What follows belongs to an exercise in optimizing a design on an open flow for small area; a production flow would make more cautious choices. The RTL was checked by simulation tests, not by an equivalence proof against the original design.

<file path="flow/design.v">
`timescale 1ns / 1ps
module fa (
    input wire a,
    input wire b,
    input wire c,
    output wire s,
    output wire co
);
    assign s = a ^ b ^ c;
    assign co = (a & b) | (c & (a ^ b));
endmodule
module ha (
    input wire a,
    input wire b,
    output wire s,
    output wire co
);
    assign s = a ^ b;
    assign co = a & b;
endmodule
module syntropy_core (
    input wire clk,
    input wire rst_n,
    input wire [15:0] voltage_drift,
    input wire [15:0] packet_loss,
    input wire [15:0] temp_variance,
    input wire [15:0] phase_jitter,
    input wire [15:0] threshold,
    input wire enable_learning,
    input wire mesh_broadcast_en,
    output wire stable,
    output reg [15:0] flux_value,
    output reg [15:0] correction_vector,
    output reg [15:0] optimized_params,
    output wire learning_active,
    output wire mesh_broadcast_req,
    input wire [15:0] mesh_flux_in,
    input wire [15:0] mesh_correction_in,
    input wire mesh_valid_in,
    output reg [15:0] mesh_flux_out,
    output reg [15:0] mesh_correction_out,
    output wire mesh_valid_out,
    output wire [7:0] iteration_count,
    output wire [3:0] state,
    output wire error_flag
);
    localparam IDLE = 3'd0, EVAL = 3'd1, LEARN = 3'd2, CORR = 3'd3, BCAST = 3'd4, ERR = 3'd5;
    reg [2:0] cs;         
    reg [2:0] ps;         
    reg [3:0] ic;         
    reg       fin;        
    reg       lflag;      
    reg [15:0] p;         
    reg [15:0] q;         
    reg [15:0] thr;
    reg        len, men;
    assign state = {1'b0, ps};
    assign iteration_count = {4'd0, ic};
    assign stable = (ps == EVAL) && (cs == IDLE);
    assign learning_active = (ps == LEARN) && (cs == LEARN);
    assign mesh_broadcast_req = (ps == BCAST);
    assign mesh_valid_out = (ps == BCAST);
    assign error_flag = (ps == ERR);
    wire in_eval  = (cs == EVAL);
    wire in_learn = (cs == LEARN);
    wire first    = (ps == EVAL);
    wire iter     = in_learn && !fin;
    function automatic [4:0] ceil25(input [6:0] b);
        case (b)
            7'd0: ceil25 = 5'd0;
            7'd1: ceil25 = 5'd1;
            7'd2: ceil25 = 5'd1;
            7'd3: ceil25 = 5'd1;
            7'd4: ceil25 = 5'd1;
            7'd5: ceil25 = 5'd1;
            7'd6: ceil25 = 5'd2;
            7'd7: ceil25 = 5'd2;
            7'd8: ceil25 = 5'd2;
            7'd9: ceil25 = 5'd2;
            7'd10: ceil25 = 5'd2;
            7'd11: ceil25 = 5'd3;
            7'd12: ceil25 = 5'd3;
            7'd13: ceil25 = 5'd3;
            7'd14: ceil25 = 5'd3;
            7'd15: ceil25 = 5'd3;
            7'd16: ceil25 = 5'd4;
            7'd17: ceil25 = 5'd4;
            7'd18: ceil25 = 5'd4;
            7'd19: ceil25 = 5'd4;
            7'd20: ceil25 = 5'd4;
            7'd21: ceil25 = 5'd5;
            7'd22: ceil25 = 5'd5;
            7'd23: ceil25 = 5'd5;
            7'd24: ceil25 = 5'd5;
            7'd25: ceil25 = 5'd5;
            7'd26: ceil25 = 5'd6;
            7'd27: ceil25 = 5'd6;
            7'd28: ceil25 = 5'd6;
            7'd29: ceil25 = 5'd6;
            7'd30: ceil25 = 5'd6;
            7'd31: ceil25 = 5'd7;
            7'd32: ceil25 = 5'd7;
            7'd33: ceil25 = 5'd7;
            7'd34: ceil25 = 5'd7;
            7'd35: ceil25 = 5'd7;
            7'd36: ceil25 = 5'd8;
            7'd37: ceil25 = 5'd8;
            7'd38: ceil25 = 5'd8;
            7'd39: ceil25 = 5'd8;
            7'd40: ceil25 = 5'd8;
            7'd41: ceil25 = 5'd9;
            7'd42: ceil25 = 5'd9;
            7'd43: ceil25 = 5'd9;
            7'd44: ceil25 = 5'd9;
            7'd45: ceil25 = 5'd9;
            7'd46: ceil25 = 5'd9;
            7'd47: ceil25 = 5'd10;
            7'd48: ceil25 = 5'd10;
            7'd49: ceil25 = 5'd10;
            7'd50: ceil25 = 5'd10;
            7'd51: ceil25 = 5'd10;
            7'd52: ceil25 = 5'd11;
            7'd53: ceil25 = 5'd11;
            7'd54: ceil25 = 5'd11;
            7'd55: ceil25 = 5'd11;
            7'd56: ceil25 = 5'd11;
            7'd57: ceil25 = 5'd12;
            7'd58: ceil25 = 5'd12;
            7'd59: ceil25 = 5'd12;
            7'd60: ceil25 = 5'd12;
            7'd61: ceil25 = 5'd12;
            7'd62: ceil25 = 5'd13;
            7'd63: ceil25 = 5'd13;
            7'd64: ceil25 = 5'd13;
            7'd65: ceil25 = 5'd13;
            7'd66: ceil25 = 5'd13;
            7'd67: ceil25 = 5'd14;
            7'd68: ceil25 = 5'd14;
            7'd69: ceil25 = 5'd14;
            7'd70: ceil25 = 5'd14;
            7'd71: ceil25 = 5'd14;
            7'd72: ceil25 = 5'd15;
            7'd73: ceil25 = 5'd15;
            7'd74: ceil25 = 5'd15;
            7'd75: ceil25 = 5'd15;
            7'd76: ceil25 = 5'd15;
            7'd77: ceil25 = 5'd16;
            7'd78: ceil25 = 5'd16;
            7'd79: ceil25 = 5'd16;
            7'd80: ceil25 = 5'd16;
            7'd81: ceil25 = 5'd16;
            7'd82: ceil25 = 5'd17;
            7'd83: ceil25 = 5'd17;
            7'd84: ceil25 = 5'd17;
            7'd85: ceil25 = 5'd17;
            7'd86: ceil25 = 5'd17;
            7'd87: ceil25 = 5'd17;
            7'd88: ceil25 = 5'd18;
            7'd89: ceil25 = 5'd18;
            7'd90: ceil25 = 5'd18;
            7'd91: ceil25 = 5'd18;
            7'd92: ceil25 = 5'd18;
            7'd93: ceil25 = 5'd19;
            7'd94: ceil25 = 5'd19;
            7'd95: ceil25 = 5'd19;
            7'd96: ceil25 = 5'd19;
            7'd97: ceil25 = 5'd19;
            7'd98: ceil25 = 5'd20;
            7'd99: ceil25 = 5'd20;
            7'd100: ceil25 = 5'd20;
            7'd101: ceil25 = 5'd20;
            7'd102: ceil25 = 5'd20;
            7'd103: ceil25 = 5'd21;
            7'd104: ceil25 = 5'd21;
            7'd105: ceil25 = 5'd21;
            7'd106: ceil25 = 5'd21;
            7'd107: ceil25 = 5'd21;
            7'd108: ceil25 = 5'd22;
            7'd109: ceil25 = 5'd22;
            7'd110: ceil25 = 5'd22;
            7'd111: ceil25 = 5'd22;
            7'd112: ceil25 = 5'd22;
            7'd113: ceil25 = 5'd23;
            7'd114: ceil25 = 5'd23;
            7'd115: ceil25 = 5'd23;
            7'd116: ceil25 = 5'd23;
            7'd117: ceil25 = 5'd23;
            7'd118: ceil25 = 5'd24;
            7'd119: ceil25 = 5'd24;
            7'd120: ceil25 = 5'd24;
            7'd121: ceil25 = 5'd24;
            7'd122: ceil25 = 5'd24;
            7'd123: ceil25 = 5'd25;
            7'd124: ceil25 = 5'd25;
            7'd125: ceil25 = 5'd25;
            7'd126: ceil25 = 5'd25;
            7'd127: ceil25 = 5'd25;
            default: ceil25 = 5'd0;
        endcase
    endfunction
    wire sw_w1 = ~voltage_drift[1];
    wire sw_w2 = voltage_drift[1];
    wire sw_w3, sw_w4;
    fa sw_fa4 (.a(voltage_drift[2]), .b(packet_loss[2]), .c(1'b1), .s(sw_w3), .co(sw_w4));
    wire sw_w5, sw_w6;
    fa sw_fa6 (.a(voltage_drift[3]), .b(packet_loss[3]), .c(1'b1), .s(sw_w5), .co(sw_w6));
    wire sw_w7, sw_w8;
    fa sw_fa8 (.a(voltage_drift[4]), .b(packet_loss[4]), .c(1'b1), .s(sw_w7), .co(sw_w8));
    wire sw_w9, sw_w10;
    fa sw_fa10 (.a(voltage_drift[5]), .b(packet_loss[5]), .c(1'b1), .s(sw_w9), .co(sw_w10));
    wire sw_w11, sw_w12;
    fa sw_fa12 (.a(voltage_drift[6]), .b(packet_loss[6]), .c(1'b1), .s(sw_w11), .co(sw_w12));
    wire sw_w13, sw_w14;
    fa sw_fa14 (.a(voltage_drift[7]), .b(packet_loss[7]), .c(1'b1), .s(sw_w13), .co(sw_w14));
    wire sw_w15, sw_w16;
    ha sw_ha16 (.a(voltage_drift[0]), .b(packet_loss[0]), .s(sw_w15), .co(sw_w16));
    wire sw_w17, sw_w18;
    fa sw_fa18 (.a(packet_loss[1]), .b(phase_jitter[1]), .c(temp_variance[9]), .s(sw_w17), .co(sw_w18));
    wire sw_w19, sw_w20;
    fa sw_fa20 (.a(phase_jitter[2]), .b(temp_variance[10]), .c(sw_w3), .s(sw_w19), .co(sw_w20));
    wire sw_w21, sw_w22;
    fa sw_fa22 (.a(phase_jitter[3]), .b(temp_variance[11]), .c(sw_w5), .s(sw_w21), .co(sw_w22));
    wire sw_w23, sw_w24;
    fa sw_fa24 (.a(phase_jitter[4]), .b(temp_variance[12]), .c(sw_w7), .s(sw_w23), .co(sw_w24));
    wire sw_w25, sw_w26;
    fa sw_fa26 (.a(phase_jitter[5]), .b(temp_variance[13]), .c(sw_w9), .s(sw_w25), .co(sw_w26));
    wire sw_w27, sw_w28;
    fa sw_fa28 (.a(phase_jitter[6]), .b(temp_variance[14]), .c(sw_w11), .s(sw_w27), .co(sw_w28));
    wire sw_w29, sw_w30;
    fa sw_fa30 (.a(phase_jitter[7]), .b(temp_variance[15]), .c(sw_w13), .s(sw_w29), .co(sw_w30));
    wire sw_w31, sw_w32;
    fa sw_fa32 (.a(voltage_drift[8]), .b(packet_loss[8]), .c(phase_jitter[8]), .s(sw_w31), .co(sw_w32));
    wire sw_w33, sw_w34;
    fa sw_fa34 (.a(voltage_drift[9]), .b(packet_loss[9]), .c(1'b1), .s(sw_w33), .co(sw_w34));
    wire sw_w35, sw_w36;
    fa sw_fa36 (.a(voltage_drift[10]), .b(packet_loss[10]), .c(1'b1), .s(sw_w35), .co(sw_w36));
    wire sw_w37, sw_w38;
    fa sw_fa38 (.a(voltage_drift[11]), .b(packet_loss[11]), .c(1'b1), .s(sw_w37), .co(sw_w38));
    wire sw_w39, sw_w40;
    fa sw_fa40 (.a(voltage_drift[12]), .b(packet_loss[12]), .c(1'b1), .s(sw_w39), .co(sw_w40));
    wire sw_w41, sw_w42;
    fa sw_fa42 (.a(voltage_drift[13]), .b(packet_loss[13]), .c(1'b1), .s(sw_w41), .co(sw_w42));
    wire sw_w43, sw_w44;
    fa sw_fa44 (.a(voltage_drift[14]), .b(packet_loss[14]), .c(1'b1), .s(sw_w43), .co(sw_w44));
    wire sw_w45, sw_w46;
    fa sw_fa46 (.a(voltage_drift[15]), .b(packet_loss[15]), .c(1'b1), .s(sw_w45), .co(sw_w46));
    wire sw_w47, sw_w48;
    ha sw_ha48 (.a(phase_jitter[0]), .b(temp_variance[8]), .s(sw_w47), .co(sw_w48));
    wire sw_w49, sw_w50;
    fa sw_fa50 (.a(sw_w1), .b(sw_w17), .c(sw_w16), .s(sw_w49), .co(sw_w50));
    wire sw_w51, sw_w52;
    fa sw_fa52 (.a(sw_w2), .b(sw_w19), .c(sw_w18), .s(sw_w51), .co(sw_w52));
    wire sw_w53, sw_w54;
    fa sw_fa54 (.a(sw_w4), .b(sw_w21), .c(sw_w20), .s(sw_w53), .co(sw_w54));
    wire sw_w55, sw_w56;
    fa sw_fa56 (.a(sw_w6), .b(sw_w23), .c(sw_w22), .s(sw_w55), .co(sw_w56));
    wire sw_w57, sw_w58;
    fa sw_fa58 (.a(sw_w8), .b(sw_w25), .c(sw_w24), .s(sw_w57), .co(sw_w58));
    wire sw_w59, sw_w60;
    fa sw_fa60 (.a(sw_w10), .b(sw_w27), .c(sw_w26), .s(sw_w59), .co(sw_w60));
    wire sw_w61, sw_w62;
    fa sw_fa62 (.a(sw_w12), .b(sw_w29), .c(sw_w28), .s(sw_w61), .co(sw_w62));
    wire sw_w63, sw_w64;
    fa sw_fa64 (.a(sw_w14), .b(sw_w31), .c(sw_w30), .s(sw_w63), .co(sw_w64));
    wire sw_w65, sw_w66;
    fa sw_fa66 (.a(phase_jitter[9]), .b(sw_w33), .c(sw_w32), .s(sw_w65), .co(sw_w66));
    wire sw_w67, sw_w68;
    fa sw_fa68 (.a(phase_jitter[10]), .b(sw_w35), .c(sw_w34), .s(sw_w67), .co(sw_w68));
    wire sw_w69, sw_w70;
    fa sw_fa70 (.a(phase_jitter[11]), .b(sw_w37), .c(sw_w36), .s(sw_w69), .co(sw_w70));
    wire sw_w71, sw_w72;
    fa sw_fa72 (.a(phase_jitter[12]), .b(sw_w39), .c(sw_w38), .s(sw_w71), .co(sw_w72));
    wire sw_w73, sw_w74;
    fa sw_fa74 (.a(phase_jitter[13]), .b(sw_w41), .c(sw_w40), .s(sw_w73), .co(sw_w74));
    wire sw_w75, sw_w76;
    fa sw_fa76 (.a(phase_jitter[14]), .b(sw_w43), .c(sw_w42), .s(sw_w75), .co(sw_w76));
    wire sw_w77, sw_w78;
    fa sw_fa78 (.a(phase_jitter[15]), .b(sw_w45), .c(sw_w44), .s(sw_w77), .co(sw_w78));
    wire sw_w79, sw_w80;
    fa sw_fa80 (.a(sw_w15), .b(sw_w47), .c(1'b1), .s(sw_w79), .co(sw_w80));
    wire sw_w81, sw_w82;
    fa sw_fa82 (.a(sw_w49), .b(sw_w48), .c(sw_w80), .s(sw_w81), .co(sw_w82));
    wire sw_w83, sw_w84;
    fa sw_fa84 (.a(sw_w51), .b(sw_w50), .c(sw_w82), .s(sw_w83), .co(sw_w84));
    wire sw_w85, sw_w86;
    fa sw_fa86 (.a(sw_w53), .b(sw_w52), .c(sw_w84), .s(sw_w85), .co(sw_w86));
    wire sw_w87, sw_w88;
    fa sw_fa88 (.a(sw_w55), .b(sw_w54), .c(sw_w86), .s(sw_w87), .co(sw_w88));
    wire sw_w89, sw_w90;
    fa sw_fa90 (.a(sw_w57), .b(sw_w56), .c(sw_w88), .s(sw_w89), .co(sw_w90));
    wire sw_w91, sw_w92;
    fa sw_fa92 (.a(sw_w59), .b(sw_w58), .c(sw_w90), .s(sw_w91), .co(sw_w92));
    wire sw_w93, sw_w94;
    fa sw_fa94 (.a(sw_w61), .b(sw_w60), .c(sw_w92), .s(sw_w93), .co(sw_w94));
    wire sw_w95, sw_w96;
    fa sw_fa96 (.a(sw_w63), .b(sw_w62), .c(sw_w94), .s(sw_w95), .co(sw_w96));
    wire sw_w97, sw_w98;
    fa sw_fa98 (.a(sw_w65), .b(sw_w64), .c(sw_w96), .s(sw_w97), .co(sw_w98));
    wire sw_w99, sw_w100;
    fa sw_fa100 (.a(sw_w67), .b(sw_w66), .c(sw_w98), .s(sw_w99), .co(sw_w100));
    wire sw_w101, sw_w102;
    fa sw_fa102 (.a(sw_w69), .b(sw_w68), .c(sw_w100), .s(sw_w101), .co(sw_w102));
    wire sw_w103, sw_w104;
    fa sw_fa104 (.a(sw_w71), .b(sw_w70), .c(sw_w102), .s(sw_w103), .co(sw_w104));
    wire sw_w105, sw_w106;
    fa sw_fa106 (.a(sw_w73), .b(sw_w72), .c(sw_w104), .s(sw_w105), .co(sw_w106));
    wire sw_w107, sw_w108;
    fa sw_fa108 (.a(sw_w75), .b(sw_w74), .c(sw_w106), .s(sw_w107), .co(sw_w108));
    wire sw_w109, sw_w110;
    fa sw_fa110 (.a(sw_w77), .b(sw_w76), .c(sw_w108), .s(sw_w109), .co(sw_w110));
    wire [15:0] nfc = {sw_w109, sw_w107, sw_w105, sw_w103, sw_w101, sw_w99, sw_w97, sw_w95, sw_w93, sw_w91, sw_w89, sw_w87, sw_w85, sw_w83, sw_w81, sw_w79};
    wire [15:0] flux_calc = ~nfc;
    wire ev_w1, ev_w2;
    fa ev_fa2 (.a(thr[0]), .b(nfc[0]), .c(1'b1), .s(ev_w1), .co(ev_w2));
    wire ev_w3, ev_w4;
    fa ev_fa4 (.a(thr[1]), .b(nfc[1]), .c(ev_w2), .s(ev_w3), .co(ev_w4));
    wire ev_w5, ev_w6;
    fa ev_fa6 (.a(thr[2]), .b(nfc[2]), .c(ev_w4), .s(ev_w5), .co(ev_w6));
    wire ev_w7, ev_w8;
    fa ev_fa8 (.a(thr[3]), .b(nfc[3]), .c(ev_w6), .s(ev_w7), .co(ev_w8));
    wire ev_w9, ev_w10;
    fa ev_fa10 (.a(thr[4]), .b(nfc[4]), .c(ev_w8), .s(ev_w9), .co(ev_w10));
    wire ev_w11, ev_w12;
    fa ev_fa12 (.a(thr[5]), .b(nfc[5]), .c(ev_w10), .s(ev_w11), .co(ev_w12));
    wire ev_w13, ev_w14;
    fa ev_fa14 (.a(thr[6]), .b(nfc[6]), .c(ev_w12), .s(ev_w13), .co(ev_w14));
    wire ev_w15, ev_w16;
    fa ev_fa16 (.a(thr[7]), .b(nfc[7]), .c(ev_w14), .s(ev_w15), .co(ev_w16));
    wire ev_w17, ev_w18;
    fa ev_fa18 (.a(thr[8]), .b(nfc[8]), .c(ev_w16), .s(ev_w17), .co(ev_w18));
    wire ev_w19, ev_w20;
    fa ev_fa20 (.a(thr[9]), .b(nfc[9]), .c(ev_w18), .s(ev_w19), .co(ev_w20));
    wire ev_w21, ev_w22;
    fa ev_fa22 (.a(thr[10]), .b(nfc[10]), .c(ev_w20), .s(ev_w21), .co(ev_w22));
    wire ev_w23, ev_w24;
    fa ev_fa24 (.a(thr[11]), .b(nfc[11]), .c(ev_w22), .s(ev_w23), .co(ev_w24));
    wire ev_w25, ev_w26;
    fa ev_fa26 (.a(thr[12]), .b(nfc[12]), .c(ev_w24), .s(ev_w25), .co(ev_w26));
    wire ev_w27, ev_w28;
    fa ev_fa28 (.a(thr[13]), .b(nfc[13]), .c(ev_w26), .s(ev_w27), .co(ev_w28));
    wire ev_w29, ev_w30;
    fa ev_fa30 (.a(thr[14]), .b(nfc[14]), .c(ev_w28), .s(ev_w29), .co(ev_w30));
    wire ev_w31, ev_w32;
    fa ev_fa32 (.a(thr[15]), .b(nfc[15]), .c(ev_w30), .s(ev_w31), .co(ev_w32));
    wire ev_w33 = ~ev_w32;
    wire ev_w34 = ev_w32;
    wire [16:0] ev = {ev_w33, ev_w31, ev_w29, ev_w27, ev_w25, ev_w23, ev_w21, ev_w19, ev_w17, ev_w15, ev_w13, ev_w11, ev_w9, ev_w7, ev_w5, ev_w3, ev_w1};
    wire stable_c = ev[16] | (ev[15:0] == 16'd0);            
    wire [7:0] qhm1;
    wire [8:0] qhb;
    assign qhb[0] = 1'b1;
    genvar gi;
    generate
        for (gi = 0; gi < 8; gi = gi + 1) begin : qdecr
            assign qhm1[gi] = q[8 + gi] ^ qhb[gi];
            assign qhb[gi + 1] = qhb[gi] & ~q[8 + gi];
        end
    endgenerate
    wire qhz = qhb[8];                                      
    wire [15:0] qx = fin ? q : {7'h7f, ~qhz, qhm1};
    wire nx_w1, nx_w2;
    ha nx_ha2 (.a(p[1]), .b(p[0]), .s(nx_w1), .co(nx_w2));
    wire nx_w3, nx_w4;
    fa nx_fa4 (.a(p[2]), .b(p[1]), .c(qx[2]), .s(nx_w3), .co(nx_w4));
    wire nx_w5, nx_w6;
    fa nx_fa6 (.a(p[3]), .b(p[2]), .c(qx[3]), .s(nx_w5), .co(nx_w6));
    wire nx_w7, nx_w8;
    fa nx_fa8 (.a(p[4]), .b(p[3]), .c(qx[4]), .s(nx_w7), .co(nx_w8));
    wire nx_w9, nx_w10;
    fa nx_fa10 (.a(p[5]), .b(p[4]), .c(qx[5]), .s(nx_w9), .co(nx_w10));
    wire nx_w11, nx_w12;
    fa nx_fa12 (.a(p[6]), .b(p[5]), .c(qx[6]), .s(nx_w11), .co(nx_w12));
    wire nx_w13, nx_w14;
    fa nx_fa14 (.a(p[7]), .b(p[6]), .c(qx[7]), .s(nx_w13), .co(nx_w14));
    wire nx_w15, nx_w16;
    fa nx_fa16 (.a(p[8]), .b(p[7]), .c(qx[8]), .s(nx_w15), .co(nx_w16));
    wire nx_w17, nx_w18;
    fa nx_fa18 (.a(p[9]), .b(p[8]), .c(qx[9]), .s(nx_w17), .co(nx_w18));
    wire nx_w19, nx_w20;
    fa nx_fa20 (.a(p[10]), .b(p[9]), .c(qx[10]), .s(nx_w19), .co(nx_w20));
    wire nx_w21, nx_w22;
    fa nx_fa22 (.a(p[11]), .b(p[10]), .c(qx[11]), .s(nx_w21), .co(nx_w22));
    wire nx_w23, nx_w24;
    fa nx_fa24 (.a(p[12]), .b(p[11]), .c(qx[12]), .s(nx_w23), .co(nx_w24));
    wire nx_w25, nx_w26;
    fa nx_fa26 (.a(p[13]), .b(p[12]), .c(qx[13]), .s(nx_w25), .co(nx_w26));
    wire nx_w27, nx_w28;
    fa nx_fa28 (.a(p[14]), .b(p[13]), .c(qx[14]), .s(nx_w27), .co(nx_w28));
    wire nx_w29, nx_w30;
    fa nx_fa30 (.a(p[15]), .b(p[14]), .c(qx[15]), .s(nx_w29), .co(nx_w30));
    wire nx_w31, nx_w32;
    ha nx_ha32 (.a(p[0]), .b(qx[0]), .s(nx_w31), .co(nx_w32));
    wire nx_w33, nx_w34;
    fa nx_fa34 (.a(qx[1]), .b(nx_w1), .c(nx_w32), .s(nx_w33), .co(nx_w34));
    wire nx_w35, nx_w36;
    fa nx_fa36 (.a(nx_w3), .b(nx_w2), .c(nx_w34), .s(nx_w35), .co(nx_w36));
    wire nx_w37, nx_w38;
    fa nx_fa38 (.a(nx_w5), .b(nx_w4), .c(nx_w36), .s(nx_w37), .co(nx_w38));
    wire nx_w39, nx_w40;
    fa nx_fa40 (.a(nx_w7), .b(nx_w6), .c(nx_w38), .s(nx_w39), .co(nx_w40));
    wire nx_w41, nx_w42;
    fa nx_fa42 (.a(nx_w9), .b(nx_w8), .c(nx_w40), .s(nx_w41), .co(nx_w42));
    wire nx_w43, nx_w44;
    fa nx_fa44 (.a(nx_w11), .b(nx_w10), .c(nx_w42), .s(nx_w43), .co(nx_w44));
    wire nx_w45, nx_w46;
    fa nx_fa46 (.a(nx_w13), .b(nx_w12), .c(nx_w44), .s(nx_w45), .co(nx_w46));
    wire nx_w47, nx_w48;
    fa nx_fa48 (.a(nx_w15), .b(nx_w14), .c(nx_w46), .s(nx_w47), .co(nx_w48));
    wire nx_w49, nx_w50;
    fa nx_fa50 (.a(nx_w17), .b(nx_w16), .c(nx_w48), .s(nx_w49), .co(nx_w50));
    wire nx_w51, nx_w52;
    fa nx_fa52 (.a(nx_w19), .b(nx_w18), .c(nx_w50), .s(nx_w51), .co(nx_w52));
    wire nx_w53, nx_w54;
    fa nx_fa54 (.a(nx_w21), .b(nx_w20), .c(nx_w52), .s(nx_w53), .co(nx_w54));
    wire nx_w55, nx_w56;
    fa nx_fa56 (.a(nx_w23), .b(nx_w22), .c(nx_w54), .s(nx_w55), .co(nx_w56));
    wire nx_w57, nx_w58;
    fa nx_fa58 (.a(nx_w25), .b(nx_w24), .c(nx_w56), .s(nx_w57), .co(nx_w58));
    wire nx_w59, nx_w60;
    fa nx_fa60 (.a(nx_w27), .b(nx_w26), .c(nx_w58), .s(nx_w59), .co(nx_w60));
    wire nx_w61, nx_w62;
    fa nx_fa62 (.a(nx_w29), .b(nx_w28), .c(nx_w60), .s(nx_w61), .co(nx_w62));
    wire [15:0] nx = {nx_w61, nx_w59, nx_w57, nx_w55, nx_w53, nx_w51, nx_w49, nx_w47, nx_w45, nx_w43, nx_w41, nx_w39, nx_w37, nx_w35, nx_w33, nx_w31};
    wire [15:0] nf = lflag ? nx : ~flux_value;               
    wire [15:0] f = ~nf;
    wire er_w1, er_w2;
    fa er_fa2 (.a(thr[0]), .b(nf[0]), .c(1'b1), .s(er_w1), .co(er_w2));
    wire er_w3, er_w4;
    fa er_fa4 (.a(thr[1]), .b(nf[1]), .c(er_w2), .s(er_w3), .co(er_w4));
    wire er_w5, er_w6;
    fa er_fa6 (.a(thr[2]), .b(nf[2]), .c(er_w4), .s(er_w5), .co(er_w6));
    wire er_w7, er_w8;
    fa er_fa8 (.a(thr[3]), .b(nf[3]), .c(er_w6), .s(er_w7), .co(er_w8));
    wire er_w9, er_w10;
    fa er_fa10 (.a(thr[4]), .b(nf[4]), .c(er_w8), .s(er_w9), .co(er_w10));
    wire er_w11, er_w12;
    fa er_fa12 (.a(thr[5]), .b(nf[5]), .c(er_w10), .s(er_w11), .co(er_w12));
    wire er_w13, er_w14;
    fa er_fa14 (.a(thr[6]), .b(nf[6]), .c(er_w12), .s(er_w13), .co(er_w14));
    wire er_w15, er_w16;
    fa er_fa16 (.a(thr[7]), .b(nf[7]), .c(er_w14), .s(er_w15), .co(er_w16));
    wire er_w17, er_w18;
    fa er_fa18 (.a(thr[8]), .b(nf[8]), .c(er_w16), .s(er_w17), .co(er_w18));
    wire er_w19, er_w20;
    fa er_fa20 (.a(thr[9]), .b(nf[9]), .c(er_w18), .s(er_w19), .co(er_w20));
    wire er_w21, er_w22;
    fa er_fa22 (.a(thr[10]), .b(nf[10]), .c(er_w20), .s(er_w21), .co(er_w22));
    wire er_w23, er_w24;
    fa er_fa24 (.a(thr[11]), .b(nf[11]), .c(er_w22), .s(er_w23), .co(er_w24));
    wire er_w25, er_w26;
    fa er_fa26 (.a(thr[12]), .b(nf[12]), .c(er_w24), .s(er_w25), .co(er_w26));
    wire er_w27, er_w28;
    fa er_fa28 (.a(thr[13]), .b(nf[13]), .c(er_w26), .s(er_w27), .co(er_w28));
    wire er_w29, er_w30;
    fa er_fa30 (.a(thr[14]), .b(nf[14]), .c(er_w28), .s(er_w29), .co(er_w30));
    wire er_w31, er_w32;
    fa er_fa32 (.a(thr[15]), .b(nf[15]), .c(er_w30), .s(er_w31), .co(er_w32));
    wire er_w33 = ~er_w32;
    wire er_w34 = er_w32;
    wire [16:0] e = {er_w33, er_w31, er_w29, er_w27, er_w25, er_w23, er_w21, er_w19, er_w17, er_w15, er_w13, er_w11, er_w9, er_w7, er_w5, er_w3, er_w1};
    wire [6:0] b  = e[6:0];
    wire       nz = |b;
    wire [4:0] cb = ceil25(b);
    wire y_w1 = ~e[16];
    wire y_w2 = ~y_w1;
    wire y_w3 = y_w1;
    wire y_w4 = ~e[14];
    wire y_w5 = e[14];
    wire y_w6 = ~e[15];
    wire y_w7 = e[15];
    wire y_w8, y_w9;
    ha y_ha9 (.a(e[11]), .b(e[8]), .s(y_w8), .co(y_w9));
    wire y_w10, y_w11;
    fa y_fa11 (.a(e[12]), .b(e[9]), .c(e[8]), .s(y_w10), .co(y_w11));
    wire y_w12, y_w13;
    fa y_fa13 (.a(e[13]), .b(e[10]), .c(e[9]), .s(y_w12), .co(y_w13));
    wire y_w14, y_w15;
    fa y_fa15 (.a(e[14]), .b(e[11]), .c(e[10]), .s(y_w14), .co(y_w15));
    wire y_w16, y_w17;
    fa y_fa17 (.a(e[15]), .b(e[12]), .c(e[11]), .s(y_w16), .co(y_w17));
    wire y_w18, y_w19;
    fa y_fa19 (.a(e[13]), .b(e[12]), .c(y_w2), .s(y_w18), .co(y_w19));
    wire y_w20, y_w21;
    fa y_fa21 (.a(e[13]), .b(y_w4), .c(y_w3), .s(y_w20), .co(y_w21));
    wire y_w22, y_w23;
    fa y_fa23 (.a(e[14]), .b(y_w6), .c(y_w5), .s(y_w22), .co(y_w23));
    wire y_w24 = ~e[16];
    wire y_w25, y_w26;
    fa y_fa26 (.a(y_w24), .b(e[15]), .c(y_w7), .s(y_w25), .co(y_w26));
    wire y_w27, y_w28;
    ha y_ha28 (.a(e[10]), .b(e[7]), .s(y_w27), .co(y_w28));
    wire y_w29, y_w30;
    fa y_fa30 (.a(e[7]), .b(y_w8), .c(y_w28), .s(y_w29), .co(y_w30));
    wire y_w31, y_w32;
    fa y_fa32 (.a(y_w10), .b(y_w9), .c(y_w30), .s(y_w31), .co(y_w32));
    wire y_w33, y_w34;
    fa y_fa34 (.a(y_w12), .b(y_w11), .c(y_w32), .s(y_w33), .co(y_w34));
    wire y_w35, y_w36;
    fa y_fa36 (.a(y_w14), .b(y_w13), .c(y_w34), .s(y_w35), .co(y_w36));
    wire y_w37, y_w38;
    fa y_fa38 (.a(y_w16), .b(y_w15), .c(y_w36), .s(y_w37), .co(y_w38));
    wire y_w39, y_w40;
    fa y_fa40 (.a(y_w18), .b(y_w17), .c(y_w38), .s(y_w39), .co(y_w40));
    wire y_w41, y_w42;
    fa y_fa42 (.a(y_w20), .b(y_w19), .c(y_w40), .s(y_w41), .co(y_w42));
    wire y_w43, y_w44;
    fa y_fa44 (.a(y_w22), .b(y_w21), .c(y_w42), .s(y_w43), .co(y_w44));
    wire y_w45, y_w46;
    fa y_fa46 (.a(y_w25), .b(y_w23), .c(y_w44), .s(y_w45), .co(y_w46));
    wire y_w47 = ~e[16];
    wire y_w48, y_w49;
    fa y_fa49 (.a(y_w47), .b(y_w26), .c(y_w46), .s(y_w48), .co(y_w49));
    wire y_w50 = ~y_w49;
    wire y_w51 = y_w49;
    wire [14:0] y = {y_w50, y_w48, y_w45, y_w43, y_w41, y_w39, y_w37, y_w35, y_w33, y_w31, y_w29, y_w27, e[9], e[8], e[7]};
    wire pu_w1, pu_w2;
    ha pu_ha2 (.a(p[0]), .b(y[0]), .s(pu_w1), .co(pu_w2));
    wire pu_w3, pu_w4;
    fa pu_fa4 (.a(p[1]), .b(y[1]), .c(cb[1]), .s(pu_w3), .co(pu_w4));
    wire pu_w5, pu_w6;
    fa pu_fa6 (.a(p[2]), .b(y[2]), .c(cb[2]), .s(pu_w5), .co(pu_w6));
    wire pu_w7, pu_w8;
    fa pu_fa8 (.a(p[3]), .b(y[3]), .c(cb[3]), .s(pu_w7), .co(pu_w8));
    wire pu_w9, pu_w10;
    fa pu_fa10 (.a(p[4]), .b(y[4]), .c(cb[4]), .s(pu_w9), .co(pu_w10));
    wire pu_w11, pu_w12;
    ha pu_ha12 (.a(p[5]), .b(y[5]), .s(pu_w11), .co(pu_w12));
    wire pu_w13, pu_w14;
    ha pu_ha14 (.a(p[6]), .b(y[6]), .s(pu_w13), .co(pu_w14));
    wire pu_w15, pu_w16;
    ha pu_ha16 (.a(p[7]), .b(y[7]), .s(pu_w15), .co(pu_w16));
    wire pu_w17, pu_w18;
    ha pu_ha18 (.a(p[8]), .b(y[8]), .s(pu_w17), .co(pu_w18));
    wire pu_w19, pu_w20;
    ha pu_ha20 (.a(p[9]), .b(y[9]), .s(pu_w19), .co(pu_w20));
    wire pu_w21, pu_w22;
    ha pu_ha22 (.a(p[10]), .b(y[10]), .s(pu_w21), .co(pu_w22));
    wire pu_w23, pu_w24;
    ha pu_ha24 (.a(p[11]), .b(y[11]), .s(pu_w23), .co(pu_w24));
    wire pu_w25, pu_w26;
    ha pu_ha26 (.a(p[12]), .b(y[12]), .s(pu_w25), .co(pu_w26));
    wire pu_w27, pu_w28;
    ha pu_ha28 (.a(p[13]), .b(y[13]), .s(pu_w27), .co(pu_w28));
    wire pu_w29 = ~y[14];
    wire pu_w30, pu_w31;
    fa pu_fa31 (.a(p[14]), .b(pu_w29), .c(1'b1), .s(pu_w30), .co(pu_w31));
    wire pu_w32 = ~p[15];
    wire pu_w33 = p[15];
    wire pu_w34, pu_w35;
    ha pu_ha35 (.a(cb[0]), .b(pu_w1), .s(pu_w34), .co(pu_w35));
    wire pu_w36, pu_w37;
    fa pu_fa37 (.a(pu_w3), .b(pu_w2), .c(pu_w35), .s(pu_w36), .co(pu_w37));
    wire pu_w38, pu_w39;
    fa pu_fa39 (.a(pu_w5), .b(pu_w4), .c(pu_w37), .s(pu_w38), .co(pu_w39));
    wire pu_w40, pu_w41;
    fa pu_fa41 (.a(pu_w7), .b(pu_w6), .c(pu_w39), .s(pu_w40), .co(pu_w41));
    wire pu_w42, pu_w43;
    fa pu_fa43 (.a(pu_w9), .b(pu_w8), .c(pu_w41), .s(pu_w42), .co(pu_w43));
    wire pu_w44, pu_w45;
    fa pu_fa45 (.a(pu_w11), .b(pu_w10), .c(pu_w43), .s(pu_w44), .co(pu_w45));
    wire pu_w46, pu_w47;
    fa pu_fa47 (.a(pu_w13), .b(pu_w12), .c(pu_w45), .s(pu_w46), .co(pu_w47));
    wire pu_w48, pu_w49;
    fa pu_fa49 (.a(pu_w15), .b(pu_w14), .c(pu_w47), .s(pu_w48), .co(pu_w49));
    wire pu_w50, pu_w51;
    fa pu_fa51 (.a(pu_w17), .b(pu_w16), .c(pu_w49), .s(pu_w50), .co(pu_w51));
    wire pu_w52, pu_w53;
    fa pu_fa53 (.a(pu_w19), .b(pu_w18), .c(pu_w51), .s(pu_w52), .co(pu_w53));
    wire pu_w54, pu_w55;
    fa pu_fa55 (.a(pu_w21), .b(pu_w20), .c(pu_w53), .s(pu_w54), .co(pu_w55));
    wire pu_w56, pu_w57;
    fa pu_fa57 (.a(pu_w23), .b(pu_w22), .c(pu_w55), .s(pu_w56), .co(pu_w57));
    wire pu_w58, pu_w59;
    fa pu_fa59 (.a(pu_w25), .b(pu_w24), .c(pu_w57), .s(pu_w58), .co(pu_w59));
    wire pu_w60, pu_w61;
    fa pu_fa61 (.a(pu_w27), .b(pu_w26), .c(pu_w59), .s(pu_w60), .co(pu_w61));
    wire pu_w62, pu_w63;
    fa pu_fa63 (.a(pu_w30), .b(pu_w28), .c(pu_w61), .s(pu_w62), .co(pu_w63));
    wire pu_w64, pu_w65;
    fa pu_fa65 (.a(pu_w32), .b(pu_w31), .c(pu_w63), .s(pu_w64), .co(pu_w65));
    wire [15:0] pu = {pu_w64, pu_w62, pu_w60, pu_w58, pu_w56, pu_w54, pu_w52, pu_w50, pu_w48, pu_w46, pu_w44, pu_w42, pu_w40, pu_w38, pu_w36, pu_w34};
    wire ylo_nz = |y[7:0];
    wire ylo_hi = y[7] & y[6] & y[5] & (y[4] | y[3]);        
    wire cadd   = nz ? ylo_hi : ylo_nz;
    wire qn_w1, qn_w2;
    ha qn_ha2 (.a(q[0]), .b(nz), .s(qn_w1), .co(qn_w2));
    wire qn_w3, qn_w4;
    ha qn_ha4 (.a(q[1]), .b(qn_w2), .s(qn_w3), .co(qn_w4));
    wire qn_w5, qn_w6;
    ha qn_ha6 (.a(q[2]), .b(qn_w4), .s(qn_w5), .co(qn_w6));
    wire qn_w7, qn_w8;
    ha qn_ha8 (.a(q[3]), .b(qn_w6), .s(qn_w7), .co(qn_w8));
    wire qn_w9, qn_w10;
    ha qn_ha10 (.a(q[4]), .b(qn_w8), .s(qn_w9), .co(qn_w10));
    wire qn_w11, qn_w12;
    ha qn_ha12 (.a(q[5]), .b(qn_w10), .s(qn_w11), .co(qn_w12));
    wire qn_w13, qn_w14;
    ha qn_ha14 (.a(q[6]), .b(qn_w12), .s(qn_w13), .co(qn_w14));
    wire [7:0] qn = {qn_w14, qn_w13, qn_w11, qn_w9, qn_w7, qn_w5, qn_w3, qn_w1};
    wire ql_w1, ql_w2;
    fa ql_fa2 (.a(qn[0]), .b(y[8]), .c(cadd), .s(ql_w1), .co(ql_w2));
    wire ql_w3, ql_w4;
    fa ql_fa4 (.a(qn[1]), .b(y[9]), .c(ql_w2), .s(ql_w3), .co(ql_w4));
    wire ql_w5, ql_w6;
    fa ql_fa6 (.a(qn[2]), .b(y[10]), .c(ql_w4), .s(ql_w5), .co(ql_w6));
    wire ql_w7, ql_w8;
    fa ql_fa8 (.a(qn[3]), .b(y[11]), .c(ql_w6), .s(ql_w7), .co(ql_w8));
    wire ql_w9, ql_w10;
    fa ql_fa10 (.a(qn[4]), .b(y[12]), .c(ql_w8), .s(ql_w9), .co(ql_w10));
    wire ql_w11, ql_w12;
    fa ql_fa12 (.a(qn[5]), .b(y[13]), .c(ql_w10), .s(ql_w11), .co(ql_w12));
    wire ql_w13, ql_w14;
    fa ql_fa14 (.a(qn[6]), .b(y[14]), .c(ql_w12), .s(ql_w13), .co(ql_w14));
    wire [7:0] ql = {ql_w14, ql_w13, ql_w11, ql_w9, ql_w7, ql_w5, ql_w3, ql_w1};
    wire [8:0] qh = q[15:7];
    reg  [8:0] qh1, qh0;
    integer k;
    always @* begin
        for (k = 0; k < 9; k = k + 1) begin
            qh1[k] = qh[k] ^ (~(qn[7] ^ y[14]) &
                              ((qh & ((9'd1 << k) - 9'd1)) == ((9'd1 << k) - 9'd1)));
            qh0[k] = qh[k] ^ ((qn[7] & ~y[14] &
                               ((qh & ((9'd1 << k) - 9'd1)) == ((9'd1 << k) - 9'd1))) |
                              (~qn[7] & y[14] & ((qh & ((9'd1 << k) - 9'd1)) == 9'd0)));
        end
    end
    wire [8:0] qh_new = ql[7] ? qh1 : qh0;
    wire [15:0] qu = {qh_new, ql[6:0]};
    wire ovf = flux_calc[15] | pu[15] | qu[15];
    always @(posedge clk) begin
        thr <= threshold;
        len <= enable_learning;
        men <= mesh_broadcast_en;
    end
    always @(posedge clk or negedge rst_n) begin
        if (!rst_n) begin
            cs <= IDLE;
            ps <= IDLE;
            ic <= 4'd0;
            fin <= 1'b0;
            lflag <= 1'b0;
            p <= 16'd0;
            q <= 16'd0;
            flux_value <= 16'd0;
            correction_vector <= 16'd0;
            optimized_params <= 16'd0;
            mesh_flux_out <= 16'd0;
            mesh_correction_out <= 16'd0;
        end else begin
            ps <= cs;
            case (cs)
                IDLE: cs <= ovf ? ERR : EVAL;
                EVAL: cs <= stable_c ? IDLE : (len ? LEARN : CORR);
                LEARN: if (fin) cs <= CORR;
                CORR: cs <= BCAST;
                BCAST: cs <= IDLE;
                ERR: cs <= ERR;
                default: cs <= IDLE;
            endcase
            fin <= iter && !first && ic[3] && ic[0];
            if (in_eval) begin
                flux_value <= flux_calc;
                lflag <= 1'b0;
                correction_vector <= ev[16] ? 16'd0 : ev[15:0];
            end
            if (iter) begin
                p <= pu;
                q <= qu;
                lflag <= 1'b1;
                ic <= first ? 4'd1 : ic + 4'd1;
            end
            if (fin) optimized_params <= nx;
            if (cs == CORR && men && mesh_valid_in) correction_vector <= mesh_correction_in;
            if (cs == BCAST) begin
                mesh_flux_out <= f;
                mesh_correction_out <= correction_vector;
            end
        end
    end
endmodule
</file>
<file path="flow/flow/run.sh">
#!/bin/bash
set -euo pipefail
bash standard.sh synth > synth.log 2>&1
bash standard.sh \
  'BUFFER_PORTS_ARGS=-buffer_cell sky130_fd_sc_hd__buf_1' \
  'CTS_ARGS=-sink_clustering_enable -repair_clock_nets -buf_list sky130_fd_sc_hd__clkbuf_8 -dont_use_dummy_load' \
  finish > layout.log 2>&1
</file>
<file path="flow/standard.sh">
#!/bin/bash
# synth_recipe.tcl (not shown) runs the flow's synth.tcl, then flattens the netlist and writes it again
# the make line also repeats each setting of config.mk as NAME=value (left out here)
make -C /OpenROAD-flow-scripts/flow DESIGN_CONFIG=/design/flow/config.mk WORK_HOME=/design/flow/orfs CLKGATE_MAP_FILE= SYNTH_SCRIPT=/design/flow/synth_recipe.tcl "${@:-finish}"
</file>
<file path="flow/config.mk">
export PLATFORM = sky130hd
export DESIGN_NAME = syntropy_core
export DESIGN_NICKNAME = syntropy_core
export VERILOG_FILES = /design/flow/design.v
export SDC_FILE = /design/flow/constraint.sdc
export NUM_CORES = 4
export LEC_CHECK = 0
export CAP_MARGIN = 20
export CORE_MARGIN = 2
export CORE_UTILIZATION = 40
export CTS_BUF_LIST = sky130_fd_sc_hd__clkbuf_8
export GPL_TIMING_DRIVEN = 0
export SLEW_MARGIN = 20
export SYNTH_HIERARCHICAL = 1
</file>
<file path="flow/constraint.sdc">
create_clock -name core_clock -period 13.0 [get_ports {clk}]
set_input_delay 2.6000 -clock core_clock [delete_from_list [all_inputs] [get_ports {clk}]]
set_output_delay 2.6000 -clock core_clock [all_outputs]
set_load 0.01 [all_outputs]
</file>
==> out/results.ini, run 1 <==
[detailed_routing]
routed.top_layer = met4
route.met2.wl_mm = 11.37
routed_wl_mm = 23.88
dr.pass1.iters = 8
routed_via_density = 5.020
detailroute.via_count = 6892
route.detailed.drc = 0
postRouteAntennaNets = 0
drt-initial-drc-count = 512
routed_wire_length_per_instance_um = 17.39
wl_met1_mm = 10.74
wl_met3_mm = 1.208

[worst_setup_path]
path_common_cell = fa_2
crit_end = cs[2]
timing.rr.start = q[8]
cp.required_ns = 13.32
path_class = flop to flop
path_depth = 36
crit_buf_inv = 2
critical_path.top_delay_family = adder cells
reg2reg_to = cs[2]
timing.reg2reg.setup_slack_ns = 0.32
critPathArrivalTime_ns = 13.00
worstPathMaxFanout = 9
cp-start-kind = flop
cp-end-kind = flop
critPathSlowestCell = fa_2
crit_start = q[8]
cpPeakStageDelay_ns = 0.62
r2r_cells = 36

[clock_network]
cts_tree = yes
hold_buffers = 0
path_clk_slew_ns = 0.08
clk_latency_ns = 0.46
clockRootBuffer = clkbuf_8
clk_path_buf_depth = 2
h-tree-depth = 4
cts_buffers = 17
cts.sink_count = 142

[synth]
synth_xor_area_share_pct = 0.8982
synth_fa_ha_area_share_pct = 36.90
synth.ff_latch_count = 142
yosys.area_share.simple_pct = 9.906
async_flop_share_pct = 87.32
synth.distinct_cells = 57
synthCells = 813
avgSynthCellArea_um2 = 11.99
synthMuxAreaShare_pct = 4.427
synth_top_family_by_area = adder cells
synthesis.area_mm2 = 0.009751
yosysWarnings = 7
synth-edff-count = 0
synth_compound_area_share_pct = 8.251
seq_area_frac_synth_pct = 35.52
dominantRegCellSynth = dfrtp_1

[floorplan]
rows = 57
start_util_pct = 40.45
die_x_um = 160.1
fp.dieH_um = 160.1
design.die.area_mm2 = 0.02564
io_pins = 214
core_area_mm2 = 0.02411

[global_route]
grt_pass1_wl_mm = 38.39
grt-ovfl-total = 0
grt_usage_pct = 19.51
antenna_found_initial = 0
grt_pass1_vias = 7068
grt_max_degree = 32

[timing]
period_needed_ns = 12.68
setup_ws_ns = 0.3242
relSlewSlack_pct = 54.82
skew_ns = 0.03863
slew_violations = 0
fmax_mhz = 78.89
final-hold-violation-count = 0
period_share_pct = 97.51
tightest_slew_ns = 0.6778
setup_viol = 0

[final_layout]
num_antenna_cells = 0
fin_nets = 1360
multi_input_area_mm2 = 0.006131
drive_gt1_share_pct = 14.68
synthToLayoutAreaGrowth_pct = 17.93
nFillCells = 2264
regArea_mm2 = 0.003465

[placed_design]
hpwl_mm = 19.93
io_buffers = 184
routabilityCongestion = 0.8644
pre_cts_slack_ns = -1.121

[run]
max_cap_violations = 0

[outcome]
status = complete, no violations

[hold_path]
hold_path.class = flop to flop

state kept, by name (all words and copies together) (netlist names), 3 cells and up:
signal,count
p,16
correction_vector,16
optimized_params,16
mesh_flux_out,16
mesh_correction_out,16
ic,4
flux_value,16
cs,3
q,16
ps,3
thr,16
worst register-to-register path, delay by kind of cell (launching register included):
family	cells	cell delay, ns
AOI/OAI and AO/OA	2	0.21
adders and majority gates	29	11.08
buffers and inverters	2	0.20
DFF	1	0.34
muxes	2	0.52
and+or+nand+nor	1	0.18
metrics by stage:
stage                      TNS [ns]  hold slack (ns)  utilization, %  instance area (um^2)  instances
final                             0           0.3768           47.70                 11500       1373
after global routing      -0.005876           0.3863           47.70                 11500       1373
after CTS                         0           0.3789           47.34                 11410       1369
after detailed placement     -7.772           0.3627           45.65                 11000       1345
after global placement       -6.270           0.3602           45.31                 10920       1341
after floorplan                   0           0.3548               -                  9826        833
final cells by class:
cell class	count	area share (%)
Multi-Input combinational cell	605	53.32
Sequential cell	142	30.13
Timing Repair Buffer	200	7.497
Tap cell	324	3.526
Buffer	43	2.122
Clock buffer	17	2.035
Inverter	42	1.371
Yosys stat by module, one instance, submodules excluded:
module / cells inside / flip-flops and latches
fa: 1 / 0
syntropy_core: 631 / 142
ha: 1 / 0
how the worst min path moves through the flow:
stage | startpoint | slack (ns) | cells past startpoint | to
final | cs[2] | 0.38 | 0 | ps[2]
after global placement | cs[2] | 0.36 | 0 | ps[2]
after floorplan | cs[1] | 0.35 | 0 | ps[1]
after global routing | cs[2] | 0.39 | 0 | ps[2]
after CTS | cs[2] | 0.38 | 0 | ps[2]
after detailed placement | cs[2] | 0.36 | 0 | ps[2]
cell usage in the layout, fill, tap and decap left out, types with 4 or more instances in the layout:
master / n
nor4_1: 5
inv_1: 42
nand2_1: 94
fa_2: 41
nand3_1: 4
xnor2_1: 10
nor2b_1: 6
o21ai_0: 26
mux2i_1: 5
nor3_1: 8
buf_2: 10
conb_1: 22
clkbuf_1: 17
nor2_1: 61
buf_12: 4
or3_1: 5
a21oi_2: 7
fa_1: 117
buf_1: 184
a21oi_1: 59
clkbuf_8: 17
dfxtp_1: 18
a222oi_1: 16
nand4_1: 4
dfrtp_1: 123
buf_4: 24
ha_1: 34
mux2_2: 32
Yosys cell counts (2+ instances only):
master / n / area share (%)
fa_1: 158 / 32
dfrtp_1: 124 / 32
nand2_1: 94 / 3.6
a21oi_1: 64 / 3.3
nor2_1: 62 / 2.4
inv_1: 42 / 1.6
ha_1: 34 / 4.4
mux2_2: 33 / 3.8
o21ai_0: 27 / 1.4
clkbuf_1: 18 / 0.69
dfxtp_1: 18 / 3.7
a222oi_1: 16 / 1.6
buf_4: 11 / 0.85
buf_2: 10 / 0.51
xnor2_1: 10 / 0.90
nor3_1: 8 / 0.41
nor4_1: 7 / 0.45
mux2i_1: 6 / 0.62
nor2b_1: 6 / 0.39
or3_1: 5 / 0.32
nand3_1: 4 / 0.21
nand4_1: 4 / 0.26
and4_1: 3 / 0.27
buf_1: 3 / 0.12
nand2b_1: 3 / 0.19
nor3b_1: 3 / 0.23
o211ai_1: 3 / 0.23
a21o_1: 2 / 0.15
a21oi_2: 2 / 0.18
and3_1: 2 / 0.13
buf_6: 2 / 0.23
conb_1: 2 / 0.077
o22ai_1: 2 / 0.13
or3_4: 2 / 0.23
layer usage:
layer | up-vias | global-route usage (%)
met2 | 212 | 31.37
met4 | 0 | 6.061
met5 | - | 0
met1 | 3486 | 27.23
met3 | 31 | 3.429
li1 | 3163 | -
timing repair:
action,4_1_cts,5_1_grt
cloned,0,0
pin swaps,16,25
gates resized for setup,42,19
endpoints found under the setup margin,12,7
buffers inserted,8,4
hold endpoints to repair,0,0
cells by family after synthesis:
kind of cell,Yosys count
flops,142
other cells,2
compound gates,130
fa+ha+maj,193
buf+inv,86
mux,39
xor+xnor,10
simple gates,211
==> inputs of run 2 (changes only) <==
--- a/flow/flow/run.sh
+++ b/flow/flow/run.sh
@@ -5,3 +5,4 @@
   'BUFFER_PORTS_ARGS=-buffer_cell sky130_fd_sc_hd__buf_1' \
   'CTS_ARGS=-sink_clustering_enable -repair_clock_nets -buf_list sky130_fd_sc_hd__clkbuf_8 -dont_use_dummy_load' \
+  'RECOVER_POWER=50' \
   finish > layout.log 2>&1
==> run 2 against run 1 <==
  * Sequential share of layout area is 0.23 points higher
  * Die area stayed put
  * Clock-buffer cell count stayed put
  * Critical path depth stayed put
  * Global-route usage stayed put
  * Final cell count stayed put
  * Non-clock buffer count stayed put
  * Register-to-register slack hardly changed
  * Now fails the layout checks on max-capacitance violations, max-slew violations
  * Area after synthesis stayed put
==> out/results.ini, run 2 <==
[outcome]
status = finished with violations  ; was complete, no violations
check-failures = max-capacitance violations, max-slew violations

[final_layout]
final_cell_mix = buf_1 (184), dfrtp_1 (123), fa_1 (117), nand2_1 (94), nor2_1 (61)  ; unchanged
fin_nets = 1360  ; unchanged
fin_util_pct = 47.34  ; was 47.70%
nFillCells = 2281  ; was 2264
layout.cells.non_filler = 1373  ; unchanged
num_antenna_cells = 0  ; unchanged
fin_area_mm2 = 0.01141  ; was 0.01150 mm^2
synthToLayoutAreaGrowth_pct = 17.03  ; was 17.93%
mostFrequentLayoutCell = buf_1  ; unchanged
drive_gt1_share_pct = 13.54  ; was 14.68%

[floorplan]
io_pins = 214  ; unchanged
fp.dieH_um = 160.1  ; unchanged
core_area_mm2 = 0.02411  ; unchanged
start_util_pct = 40.45  ; unchanged
design.die.area_mm2 = 0.02564  ; unchanged
rows = 57  ; unchanged
die_x_um = 160.1  ; unchanged

[worst_setup_path]
cpPeakStageDelay_ns = 0.62  ; about the same
critPathArrivalTime_ns = 13.00  ; about the same
cp-end-kind = flop  ; unchanged
cp-start-kind = flop  ; unchanged
path_class = flop to flop  ; unchanged
worstPathMaxFanout = 9  ; unchanged
cp.required_ns = 13.32  ; about the same
path_common_cell = fa_2  ; unchanged
critPathSlowestCell = fa_2  ; unchanged

[timing]
tightest_slew_ns = 1.644  ; was 0.6778 ns
skew_ns = 0.03890  ; was 0.03863 ns
fin_setup_tns_ns = 0  ; unchanged
final-hold-violation-count = 0  ; unchanged
worst_hold_slack_ns = 0.3775  ; was 0.3768 ns
relSlewSlack_pct = -9.615  ; was 54.82%
setup_viol = 0  ; unchanged
fmax_mhz = 78.86  ; was 78.89 MHz
period_share_pct = 97.54  ; was 97.51%
slew_violations = 91  ; was 0
period_needed_ns = 12.68  ; about the same

[placed_design]
place_area_mm2 = 0.01100  ; unchanged
io_buffers = 184  ; unchanged
routabilityCongestion = 0.8644  ; unchanged
hpwl_mm = 19.93  ; unchanged
place_inst = 1345  ; unchanged

[detailed_routing]
routed_wire_length_per_instance_um = 17.38  ; was 17.39 um
routed_wl_mm = 23.86  ; was 23.88 mm
postRouteAntennaNets = 0  ; unchanged
drt-initial-drc-count = 502  ; was 512
detailroute.via_count = 6897  ; was 6892
routed_via_density = 5.023  ; was 5.020
dr.pass1.iters = 6  ; was 8
route.detailed.drc = 0  ; unchanged

[global_route]
grt_max_degree = 32  ; unchanged
grt-ovfl-total = 0  ; unchanged
grt_pass1_wl_mm = 38.39  ; unchanged
antenna_found_initial = 0  ; unchanged
use_met3_pct = 3.429  ; unchanged
busiest_layer = met2  ; unchanged
grt_pass1_vias = 7068  ; unchanged
use_met1_pct = 27.23  ; unchanged
grtUsageMet2_pct = 31.37  ; unchanged
grt_usage_pct = 19.51  ; unchanged

[synth]
ys_top_cells_by_area = fa_1 (32%), dfrtp_1 (32%), ha_1 (4.4%), mux2_2 (3.8%), dfxtp_1 (3.7%)  ; unchanged
synthesis.area_mm2 = 0.009751  ; unchanged
async_flop_share_pct = 87.32  ; unchanged
synth.distinct_cells = 57  ; unchanged
yosys-top-cells-count = fa_1 (158), dfrtp_1 (124), nand2_1 (94)  ; unchanged
synthCells = 813  ; unchanged
synth.ff_latch_count = 142  ; unchanged
yosysWarnings = 7  ; unchanged
dominantRegCellSynth = dfrtp_1  ; unchanged
synth_area_leader_cell = fa_1  ; unchanged
avgSynthCellArea_um2 = 11.99  ; unchanged
seq_area_frac_synth_pct = 35.52  ; unchanged
synth-edff-count = 0  ; unchanged
synth.most_common_cell = fa_1  ; unchanged
synth_top_area_share_pct = 32.44  ; unchanged

[clock_network]
h-tree-depth = 4  ; unchanged
path_clk_slew_ns = 0.08  ; about the same
clk_path_buf_depth = 2  ; unchanged
clockRootBuffer = clkbuf_8  ; unchanged
cts_tree = yes  ; unchanged
clk_latency_ns = 0.46  ; about the same
cts_buffers = 17  ; unchanged
cts.sink_count = 142  ; unchanged

[hold_path]
hold_path.class = flop to flop  ; unchanged

[run]
max_cap_violations = 4  ; was 0

-- run 2: cell counts after synthesis --
No cell type changed its count.
-- run 2: critical path: cells and delay by family, from the launching register on --
kind,cells,cell delay (ns)
AO/OA/AOI/OAI,2,0.21
buffers and inverters,2,0.20
flip-flops,1,0.34
AND/OR/NAND/NOR,1,0.17
multiplexers,2,0.51
adder cells (fa/ha/maj),29,11.08
-- run 2: cell type report --
cell class | instances | area (um^2) | share of cell area (%)
clock buffer | 17 | 234.0 | 2.050
timing repair buffer | 200 | 795.8 | 6.974
sequential | 142 | 3465 | 30.36
multi-input combinational | 605 | 6118 | 53.62
buffer | 43 | 235.2 | 2.061
tap | 324 | 405.4 | 3.553
inverter | 42 | 157.7 | 1.382
-- run 2: modules after synthesis, one instance, submodules excluded --
| module | area [um^2] | cells | flops+latches |
|---|---|---|---|
| fa | 20.02 | 1 | 0 |
| syntropy_core | 6287 | 631 | 142 |
| ha | 12.51 | 1 | 0 |
-- run 2: what timing repair did --
action,in CTS,in global routing
hold buffers,0,0
buffers inserted,8,4
setup endpoints to repair,12,7
pin swaps,16,25
gates resized for setup,42,19
-- run 2: cell families (layout without fill, tap and decap cells) --
| kind of cell | count (synthesis) | after routing | share of synthesized area (%) |
|---|---|---|---|
| AND/OR/NAND/NOR | 211 | 211 | 9.906 |
| adder cells (fa/ha/maj) | 193 | 193 | 36.90 |
| flip-flops | 142 | 142 | 35.52 |
| AO/OA/AOI/OAI | 130 | 130 | 8.251 |
| buffers and inverters | 86 | 302 | 4.016 |
| multiplexers | 39 | 39 | 4.427 |
| XOR/XNOR | 10 | 10 | 0.8982 |
| other | 2 | 22 | 0.07702 |
-- run 2: through the flow --
stage,setup WS (ns)
floorplan,0.04524
global placement,-0.9600
detailed placement,-1.121
CTS,0.02814
global route,-0.005876
finish,0.3197
-- run 2: per-layer routing --
metal	share of wire, %	up-vias	wire length, um
li1	-	3159	-
met1	44	3501	10600
met2	48	204	11450
met3	5.3	33	1267
met4	2.3	0	540
met5	0	-	0
-- run 2: final timing paths --
check	start	endpoint	slack (ns)	cells past startpoint
worst max-delay path	q[8]	cs[2]	0.32	36
max in group asynchronous	rst_n	correction_vector[5]	7.66	3
worst min register to register	cs[2]	ps[2]	0.38	0
worst max register to register	q[8]	cs[2]	0.32	36
worst min-delay path	cs[2]	ps[2]	0.38	0
min in group asynchronous	rst_n	q[6]	2.22	1
==> inputs of run 3 (changes only) <==
==> flow/flow/run.sh (replaced) <==
#!/bin/bash
set -euo pipefail
bash standard.sh synth > synth.log 2>&1
bash standard.sh \
  'BUFFER_PORTS_ARGS=-buffer_cell sky130_fd_sc_hd__buf_1' \
  'CTS_ARGS=-sink_clustering_enable -repair_clock_nets -buf_list sky130_fd_sc_hd__clkbuf_8 -dont_use_dummy_load' \
  finish > layout.log 2>&1
--- a/flow/config.mk
+++ b/flow/config.mk
@@ -11,4 +11,5 @@
 export CTS_BUF_LIST = sky130_fd_sc_hd__clkbuf_8
 export GPL_TIMING_DRIVEN = 0
+export SETUP_SLACK_MARGIN = -0.2
 export SLEW_MARGIN = 20
 export SYNTH_HIERARCHICAL = 1
==> run 3 against run 2 <==
  * Now clean on timing, DRC and antenna
  * Fmax shrank 1.2%
  * Sequential cell count is the same
  * Critical endpoint unchanged
  * Core utilization grew 0.068 points
  * First-iteration DRC count grew 0.80%
  * Sequential share of layout area is essentially flat
  * Largest cell class unchanged
  * Clock skew is essentially flat
  * Highest routed layer unchanged
  * Final cell count shrank 0.15%
  * Setup slack lost 0.15 ns
==> out/results.ini, run 3 <==
[final_layout]
fin_nets = 1358  ; was 1360
regArea_mm2 = 0.003465  ; unchanged
multi_input_area_mm2 = 0.006077  ; was 0.006118 mm^2
synthToLayoutAreaGrowth_pct = 17.19  ; was 17.03%
mostFrequentLayoutCell = buf_1  ; unchanged
drive_gt1_share_pct = 12.89  ; was 13.54%
layout.cells.non_filler = 1371  ; was 1373
final_cell_mix = buf_1 (184), fa_1 (131), dfrtp_1 (123), nand2_1 (94), nor2_1 (62)  ; was buf_1 (184), dfrtp_1 (123), fa_1 (117), nand2_1 (94), nor2_1 (61)
num_antenna_cells = 0  ; unchanged
fin_area_mm2 = 0.01143  ; was 0.01141 mm^2
nFillCells = 2272  ; was 2281

[synth]
dominantRegCellSynth = dfrtp_1  ; unchanged
synth.most_common_cell = fa_1  ; unchanged
avgSynthCellArea_um2 = 11.99  ; unchanged
yosys-top-cells-count = fa_1 (158), dfrtp_1 (124), nand2_1 (94)  ; unchanged
synthCells = 813  ; unchanged
synth_top_area_share_pct = 32.44  ; unchanged
yosysWarnings = 7  ; unchanged
synth.distinct_cells = 57  ; unchanged
synth.ff_latch_count = 142  ; unchanged
synth_area_leader_cell = fa_1  ; unchanged
seq_area_frac_synth_pct = 35.52  ; unchanged
async_flop_share_pct = 87.32  ; unchanged
synth-edff-count = 0  ; unchanged
synthesis.area_mm2 = 0.009751  ; unchanged
ys_top_cells_by_area = fa_1 (32%), dfrtp_1 (32%), ha_1 (4.4%), mux2_2 (3.8%), dfxtp_1 (3.7%)  ; unchanged

[placed_design]
routabilityCongestion = 0.8644  ; unchanged
io_buffers = 184  ; unchanged
place_area_mm2 = 0.01100  ; unchanged
hpwl_mm = 19.93  ; unchanged
place_inst = 1345  ; unchanged

[outcome]
status = complete, no violations  ; was finished with violations

[global_route]
grt_pass1_vias = 7029  ; was 7068
grt_max_degree = 32  ; unchanged
grt_pass1_wl_mm = 38.30  ; was 38.39 mm
antenna_found_initial = 0  ; unchanged
grt_usage_pct = 19.47  ; was 19.51%
grt-ovfl-total = 0  ; unchanged

[worst_setup_path]
cp.required_ns = 13.33  ; was 13.32 ns
worstPathMaxFanout = 3  ; was 9
crit_buf_inv = 1  ; was 2
path_class = flop to flop  ; unchanged
path_common_cell = fa_1  ; was fa_2
cp-start-kind = flop  ; unchanged
crit_end = cs[2]  ; unchanged
cp-end-kind = flop  ; unchanged
timing.reg2reg.setup_slack_ns = 0.17  ; was 0.32 ns
critPathSlowestCell = fa_2  ; unchanged
reg2reg_to = cs[2]  ; unchanged
critPathArrivalTime_ns = 13.16  ; was 13.00 ns
timing.rr.start = q[8]  ; unchanged
critical_path.top_delay_family = adder cells  ; unchanged
path_depth = 36  ; unchanged
r2r_cells = 36  ; unchanged
cpPeakStageDelay_ns = 0.58  ; was 0.62 ns
crit_start = q[8]  ; unchanged

[timing]
fmax_mhz = 77.94  ; was 78.86 MHz
tightest_slew_ns = 0.6802  ; was 1.644 ns
setup_viol = 0  ; unchanged
period_share_pct = 98.69  ; was 97.54%
relSlewSlack_pct = 54.66  ; was -9.615%
fin_setup_tns_ns = 0  ; unchanged
period_needed_ns = 12.83  ; was 12.68 ns
slew_violations = 0  ; was 91
skew_ns = 0.03882  ; was 0.03890 ns
worst_hold_slack_ns = 0.3773  ; was 0.3775 ns
final-hold-violation-count = 0  ; unchanged

[detailed_routing]
wl_met3_mm = 1.266  ; was 1.267 mm
route.met2.wl_mm = 11.40  ; was 11.45 mm
dr.pass1.iters = 6  ; unchanged
detailroute.via_count = 6933  ; was 6897
route.detailed.drc = 0  ; unchanged
wl_met1_mm = 10.76  ; was 10.60 mm
drt-initial-drc-count = 506  ; was 502
routed.top_layer = met4  ; unchanged
routed_wire_length_per_instance_um = 17.49  ; was 17.38 um
postRouteAntennaNets = 0  ; unchanged
routed_via_density = 5.057  ; was 5.023
routed_wl_mm = 23.98  ; was 23.86 mm

[hold_path]
hold_path.class = flop to flop  ; unchanged

[floorplan]
core_area_mm2 = 0.02411  ; unchanged
rows = 57  ; unchanged
start_util_pct = 40.45  ; unchanged
die_x_um = 160.1  ; unchanged
io_pins = 214  ; unchanged
design.die.area_mm2 = 0.02564  ; unchanged
fp.dieH_um = 160.1  ; unchanged

[run]
max_cap_violations = 0  ; was 4

[clock_network]
path_clk_slew_ns = 0.08  ; about the same
clk_latency_ns = 0.46  ; about the same
cts_buffers = 17  ; unchanged
cts.sink_count = 142  ; unchanged
cts_tree = yes  ; unchanged
clockRootBuffer = clkbuf_8  ; unchanged
clk_path_buf_depth = 2  ; unchanged
h-tree-depth = 4  ; unchanged

-- run 3: cell counts after synthesis --
Identical to the previous run, type by type.
-- run 3: kinds of logic (layout without fill, tap and decap cells) --
group                    count (synthesis)  count (layout)  synth area share (%)
AO/OA/AOI/OAI                          130             130                 8.251
XOR/XNOR                                10              10                0.8982
adder cells (fa/ha/maj)                193             193                 36.90
buffers and inverters                   86             300                 4.016
flip-flops                             142             142                 35.52
multiplexers                            39              39                 4.427
other                                    2              22               0.07702
AND/OR/NAND/NOR                        211             211                 9.906
-- run 3: area by class of cell --
type	count	area share (%)
plain buffers	42	2.048
clock buffers	17	2.048
inverters	42	1.380
multi-input cells	605	53.18
flip-flops and latches	142	30.32
well taps	324	3.548
repair buffers	199	7.478
-- run 3: how the worst min path moves through the flow --
| stage | from | endpoint | slack [ns] | cells past startpoint |
|---|---|---|---|---|
| after floorplan | cs[1] | ps[1] | 0.35 | 0 |
| after global placement | cs[2] | ps[2] | 0.36 | 0 |
| after detailed placement | cs[2] | ps[2] | 0.36 | 0 |
| after CTS | cs[2] | ps[2] | 0.38 | 0 |
| after global routing | cs[2] | ps[2] | 0.39 | 0 |
| final | cs[2] | ps[2] | 0.38 | 0 |
-- run 3: routing by layer --
metal	global-route usage, %	up-vias
met5	0	-
met4	6.183	0
met3	3.506	37
met2	31.29	212
met1	27.08	3526
li1	-	3158
-- run 3: modules after synthesis (local to each module, per instance) --
module | copies in the design | flops+latches
ha | 24 | 0
fa | 158 | 0
syntropy_core | 1 | 142
-- run 3: timing repair --
item	CTS	global route
hold buffers	0	0
pin swaps	4	15
buffers inserted	4	7
gates resized for setup	27	15
cloned	0	0
endpoints found under the setup margin	12	6
-- run 3: through the flow --
stage | util (%) | worst slack (ns)
final | 47.40 | 0.1697
after global routing | 47.40 | -0.1875
after CTS | 47.04 | -0.1808
after detailed placement | 45.65 | -1.121
after global placement | 45.31 | -0.9600
after floorplan | - | 0.04524

[static timing again, ports no longer ideal]
No port has a modelled driver above. Below, the same layouts with a new extraction and two added sets of constraints. Step 1 assumes that a clkbuf_16 drives the clock port and a buf_2 every other input. Step 2, shift: input delay + t, output delay - t, t = (earliest + latest rising clock arrival at the registers) / 2. This alone moves slack from input paths to output paths. Slacks: ideal / step 1 / step 2; pairs: ideal / step 1.
run | t (ns) | setup slack, ns | clock arrival spread, ns
run 1 | 0.476 | 0.324 / 0.324 / 0.324 | 0.039 / 0.040
run 2 | 0.476 | 0.320 / 0.320 / 0.320 | 0.040 / 0.040
run 3 | 0.479 | 0.170 / 0.170 / 0.170 | 0.040 / 0.040
